This is an optimization exercise on Yosys and OpenROAD, whose aim is small area, a short achievable clock period and few clock cycles, not a production implementation.
RTL that was checked went through simulation tests only; none was proved equivalent to the original.
Power is estimated from default activity; no workload was simulated.

==> module Tresholding, before the edit <==
module Tresholding(Go, P_Addr, P_Data, B_Addr, I_RW, I_En, O_RW, O_En, Done, T_Out, Clk, Rst);
	input Go;
	input [7:0] P_Data;
	output reg [16:0] P_Addr, B_Addr;
	output [7:0] T_Out;
	output I_RW, O_RW;
	output reg I_En, O_En, Done;
	input Clk, Rst;
	localparam K  = 8;           
	localparam L  = K + 4;       
	localparam NS = 320 / K;     
	localparam RW = 4;             
	assign I_RW = 1'b0;
	assign O_RW = 1'b1;
	reg         busy;            
	reg         run;             
	reg [RW-1:0] r;              
	reg [7:0]   cc;              
	reg [5:0]   s;               
	wire start   = Go & (~busy | Done);
	wire r_last  = (r == L-1);
	wire s_last  = (s == NS-1);
	wire c_end   = s_last ? (cc == 8'd241) : (cc == 8'd239);
	wire f_last  = r_last & s_last & (cc == 8'd241);
	wire rd_ok   = run & (cc < 8'd240) & ~((s == 0) & (r < 2)) & ~(s_last & (r >= L-2));
	wire ov      = run & (r >= 4) & ((cc >= 8'd2) | (s != 0));
	wire [1:0] otype = ~ov ? 2'd0 : ~r_last ? 2'd1 :
	                   ((cc == 8'd1) | (cc == 8'd241)) ? 2'd3 : 2'd2;
	always @(posedge Clk) begin
		if (Rst) begin
			busy <= 1'b0;
			run  <= 1'b0;
		end else begin
			if (start) begin
				busy <= 1'b1;
				run  <= 1'b1;
			end else begin
				if (Done) busy <= 1'b0;
				if (f_last) run <= 1'b0;
			end
		end
	end
	always @(posedge Clk) begin
		if (start) begin
			r  <= 0;
			cc <= 0;
			s  <= 0;
		end else if (run) begin
			if (r_last) begin
				r <= 0;
				if (c_end) begin
					cc <= 0;
					s  <= s + 1'b1;
				end else
					cc <= cc + 1'b1;
			end else
				r <= r + 1'b1;
		end
	end
	reg p_r0, p_c0;                  
	always @(posedge Clk) begin
		if (start) begin
			p_r0 <= 1'b1;
			p_c0 <= 1'b1;
		end else if (run) begin
			p_r0 <= r_last;
			p_c0 <= r_last & c_end;
		end
	end
	always @(posedge Clk) begin
		if (start)
			P_Addr <= 17'd479;
		else if (~p_r0)
			P_Addr <= P_Addr + 17'd240;
		else if (~p_c0)
			P_Addr <= P_Addr - (17'd240*(L-1) - 17'd1);
		else
			P_Addr <= P_Addr - 17'd959;
	end
	reg       rv;
	reg [3:0] m1, m2;                
	reg [1:0] ot1, ot2, ot3, ot4, ot5, ot6;
	always @(posedge Clk) begin
		if (Rst) begin
			I_En <= 1'b0;
			rv   <= 1'b0;
			ot1 <= 0; ot2 <= 0; ot3 <= 0; ot4 <= 0; ot5 <= 0;
			O_En <= 1'b0;
			Done <= 1'b0;
		end else begin
			I_En <= rd_ok;
			rv   <= I_En;
			ot1  <= otype;
			ot2  <= ot1;
			ot3  <= ot2;
			ot4  <= ot3;
			ot5  <= ot4;
			O_En <= (ot5 != 2'd0);
			Done <= (ot5 == 2'd3) & ~run;
		end
	end
	always @(posedge Clk) begin
		m1 <= {(cc == 8'd0) | (cc == 8'd1), (cc == 8'd1), (cc == 8'd2), (cc == 8'd2) | (cc == 8'd3)};
		m2 <= m1;
		ot6 <= ot5;
	end
	always @(posedge Clk) begin
		if (start)
			B_Addr <= 17'd0;
		else if (O_En) begin
			if (ot6 == 2'd1)
				B_Addr <= B_Addr + 17'd240;
			else if (ot6 == 2'd2)
				B_Addr <= B_Addr - (17'd240*(K-1) - 17'd1);
			else
				B_Addr <= B_Addr + 17'd1;
		end
	end
	localparam N = 4*L;
	reg [7:0] sr [0:N-1];
	wire [7:0] din = rv ? P_Data : 8'd0;
	integer i;
	always @(posedge Clk) begin
		sr[0] <= din;
		for (i = 1; i < N; i = i + 1)
			sr[i] <= sr[i-1];
	end
	wire [7:0] x4 = m2[3] ? 8'd0 : din;
	wire [7:0] x3 = m2[2] ? 8'd0 : sr[L-1];
	wire [7:0] x2 = sr[2*L-1];
	wire [7:0] x1 = m2[1] ? 8'd0 : sr[3*L-1];
	wire [7:0] x0 = m2[0] ? 8'd0 : sr[4*L-1];
	reg [8:0]  a04, a13;
	reg [10:0] c7;
	always @(posedge Clk) begin
		a04 <= x0 + x4;
		a13 <= x1 + x3;
		c7  <= {x2, 3'b000} - x2;
	end
	wire [7:0] c2 = sr[2*L];         
	reg [12:0] G;
	reg [16:0] X3;
	always @(posedge Clk) begin
		G   <= a04 + {a13, 2'b00} + c7;
		X3  <= {~c2, 8'd0} + {~c2, 3'd0} - {a13, 1'b0} - 17'd2040;
	end
	wire [7:0] c3 = sr[2*L+1];       
	reg [12:0] H0;
	reg [14:0] H1;
	reg [16:0] H3;
	always @(posedge Clk) begin
		H0 <= G;
		H1 <= {G, 2'b00} - {c3, 1'b0};
		H3 <= {G, 3'b000} - G + X3;
	end
	reg [12:0] Q1;
	reg [14:0] Q2;
	reg [16:0] Q3, Q4;
	wire [17:0] acc = Q4 + H0;
	reg  t;
	always @(posedge Clk) begin
		Q1 <= H0;
		Q2 <= Q1 + H1;
		Q3 <= Q2 + H3;
		Q4 <= Q3 + H1;
		t  <= acc[17] | acc[16];
	end
	assign T_Out = {8{t}};
endmodule
export LEC_CHECK = 0
export CAP_MARGIN = 20
export CORE_MARGIN = 2
export CORE_UTILIZATION = 40
export CTS_BUF_LIST = sky130_fd_sc_hd__clkbuf_8
export SETUP_SLACK_MARGIN = 5
export SLEW_MARGIN = 20
create_clock -name core_clock -period 8.0 [get_ports {Clk}]
standard.sh (not shown) runs the stock make flow with config.mk's settings and CLKGATE_MAP_FILE= SYNTH_SCRIPT=/design/flow/synth_recipe.tcl, a recipe that flattens the netlist after the stock synthesis.
==> flow/flow/run.sh <==
#!/bin/bash
# The standard layout, with ORFS's timing repair aiming at a larger setup
# margin and a clock tree without dummy loads.
bash standard.sh SETUP_SLACK_MARGIN=5.4 "CTS_ARGS=-sink_clustering_enable -repair_clock_nets -dont_use_dummy_load -buf_list sky130_fd_sc_hd__clkbuf_8 -sink_clustering_size 16 -sink_clustering_max_diameter 80" finish > standard.log 2>&1
The starting point completed without violations.
Then changed:
--- a/flow/design.v
+++ b/flow/design.v
@@ -77,61 +77,67 @@
 			P_Addr <= P_Addr - (17'd240*(L-1) - 17'd1);
 		else
 			P_Addr <= P_Addr - 17'd959;
 	end
-	reg       rv;
-	reg [3:0] m1, m2;                
-	reg [1:0] ot1, ot2, ot3, ot4, ot5, ot6;
+	reg       rv, rvd;
+	reg [3:0] m1, m2, m3;            
+	reg [1:0] ot1, ot2, ot3, ot4, ot5, ot6, ot7;
 	always @(posedge Clk) begin
 		if (Rst) begin
 			I_En <= 1'b0;
 			rv   <= 1'b0;
-			ot1 <= 0; ot2 <= 0; ot3 <= 0; ot4 <= 0; ot5 <= 0;
+			rvd  <= 1'b0;
+			ot1 <= 0; ot2 <= 0; ot3 <= 0; ot4 <= 0; ot5 <= 0; ot6 <= 0;
 			O_En <= 1'b0;
 			Done <= 1'b0;
 		end else begin
 			I_En <= rd_ok;
 			rv   <= I_En;
+			rvd  <= rv;
 			ot1  <= otype;
 			ot2  <= ot1;
 			ot3  <= ot2;
 			ot4  <= ot3;
 			ot5  <= ot4;
-			O_En <= (ot5 != 2'd0);
-			Done <= (ot5 == 2'd3) & ~run;
+			ot6  <= ot5;
+			O_En <= (ot6 != 2'd0);
+			Done <= (ot6 == 2'd3) & ~run;
 		end
 	end
 	always @(posedge Clk) begin
 		m1 <= {(cc == 8'd0) | (cc == 8'd1), (cc == 8'd1), (cc == 8'd2), (cc == 8'd2) | (cc == 8'd3)};
 		m2 <= m1;
-		ot6 <= ot5;
+		m3 <= m2;
+		ot7 <= ot6;
 	end
 	always @(posedge Clk) begin
 		if (start)
 			B_Addr <= 17'd0;
 		else if (O_En) begin
-			if (ot6 == 2'd1)
+			if (ot7 == 2'd1)
 				B_Addr <= B_Addr + 17'd240;
-			else if (ot6 == 2'd2)
+			else if (ot7 == 2'd2)
 				B_Addr <= B_Addr - (17'd240*(K-1) - 17'd1);
 			else
 				B_Addr <= B_Addr + 17'd1;
 		end
 	end
 	localparam N = 4*L;
 	reg [7:0] sr [0:N-1];
-	wire [7:0] din = rv ? P_Data : 8'd0;
+	reg [7:0] pd;                    
+	wire [7:0] din = rvd ? pd : 8'd0;
 	integer i;
 	always @(posedge Clk) begin
+		pd    <= P_Data;
 		sr[0] <= din;
 		for (i = 1; i < N; i = i + 1)
 			sr[i] <= sr[i-1];
 	end
-	wire [7:0] x4 = m2[3] ? 8'd0 : din;
-	wire [7:0] x3 = m2[2] ? 8'd0 : sr[L-1];
+	wire [7:0] x4 = m3[3] ? 8'd0 : din;
+	wire [7:0] x3 = m3[2] ? 8'd0 : sr[L-1];
 	wire [7:0] x2 = sr[2*L-1];
-	wire [7:0] x1 = m2[1] ? 8'd0 : sr[3*L-1];
-	wire [7:0] x0 = m2[0] ? 8'd0 : sr[4*L-1];
+	wire [7:0] x1 = m3[1] ? 8'd0 : sr[3*L-1];
+	wire [7:0] x0 = m3[0] ? 8'd0 : sr[4*L-1];
 	reg [8:0]  a04, a13;
 	reg [10:0] c7;
 	always @(posedge Clk) begin
 		a04 <= x0 + x4;
@@ -139,26 +145,26 @@
 		c7  <= {x2, 3'b000} - x2;
 	end
 	wire [7:0] c2 = sr[2*L];         
 	reg [12:0] G;
-	reg [16:0] X3;
+	reg [14:0] X3;
 	always @(posedge Clk) begin
 		G   <= a04 + {a13, 2'b00} + c7;
-		X3  <= {~c2, 8'd0} + {~c2, 3'd0} - {a13, 1'b0} - 17'd2040;
+		X3  <= 15'd0 - {a13, 1'b0} - {c2, 3'b000};
 	end
 	wire [7:0] c3 = sr[2*L+1];       
 	reg [12:0] H0;
-	reg [14:0] H1;
-	reg [16:0] H3;
+	reg [14:0] H1, H3;
 	always @(posedge Clk) begin
 		H0 <= G;
 		H1 <= {G, 2'b00} - {c3, 1'b0};
 		H3 <= {G, 3'b000} - G + X3;
 	end
+	wire [7:0] c4 = sr[2*L+4];       
 	reg [12:0] Q1;
 	reg [14:0] Q2;
-	reg [16:0] Q3, Q4;
-	wire [17:0] acc = Q4 + H0;
+	reg [15:0] Q3, Q4;
+	wire [17:0] acc = Q4 + H0 + {~c4, 8'd0};
 	reg  t;
 	always @(posedge Clk) begin
 		Q1 <= H0;
 		Q2 <= Q1 + H1;
After rerunning: Synthesized area hardly moves; cell area hardly moves; utilization stays flat; cell count shrinks by 0.96%; worst setup slack hardly moves; routed wire length came out lower by 1.9%; clock skew falls by 0.020 ns; sequential power stays flat; register-to-register slack is worse by 0.06 ns.
Testbench counts after the change, summed over its fixed seeds: cycles 345,693.
No functional check of the RTL was part of the first run of this note.

## separate check: timing with driven ports
No port has a modelled driver above. Below, the same layouts with a new extraction and two added sets of constraints.
Step 1: set_driving_cell puts a clkbuf_16 on Clk and a buf_2 on each other input, an assumption about the parent block.
Step 2 adds t to the input delays and takes it off the output delays; t is the mean of the earliest and latest rising clock arrival at the registers after step 1. Input paths then give back, and output paths get back, about the clock's delay inside the block.
Three values: no drivers, after step 1, after step 2; two values: the first two.
run | shift t [ns] | setup slack, ns | worst slew at a driven data input, ns
the first run | 0.654 | 5.255 / 5.202 / 4.638 | 0.04
the second run | 0.667 | 5.258 / 5.205 / 4.838 | 0.04
After both steps setup and hold are still met in every run listed. For the first run, which loses most, drivers alone change the setup slack by -0.053 ns; drivers and shift together by -0.617 ns.
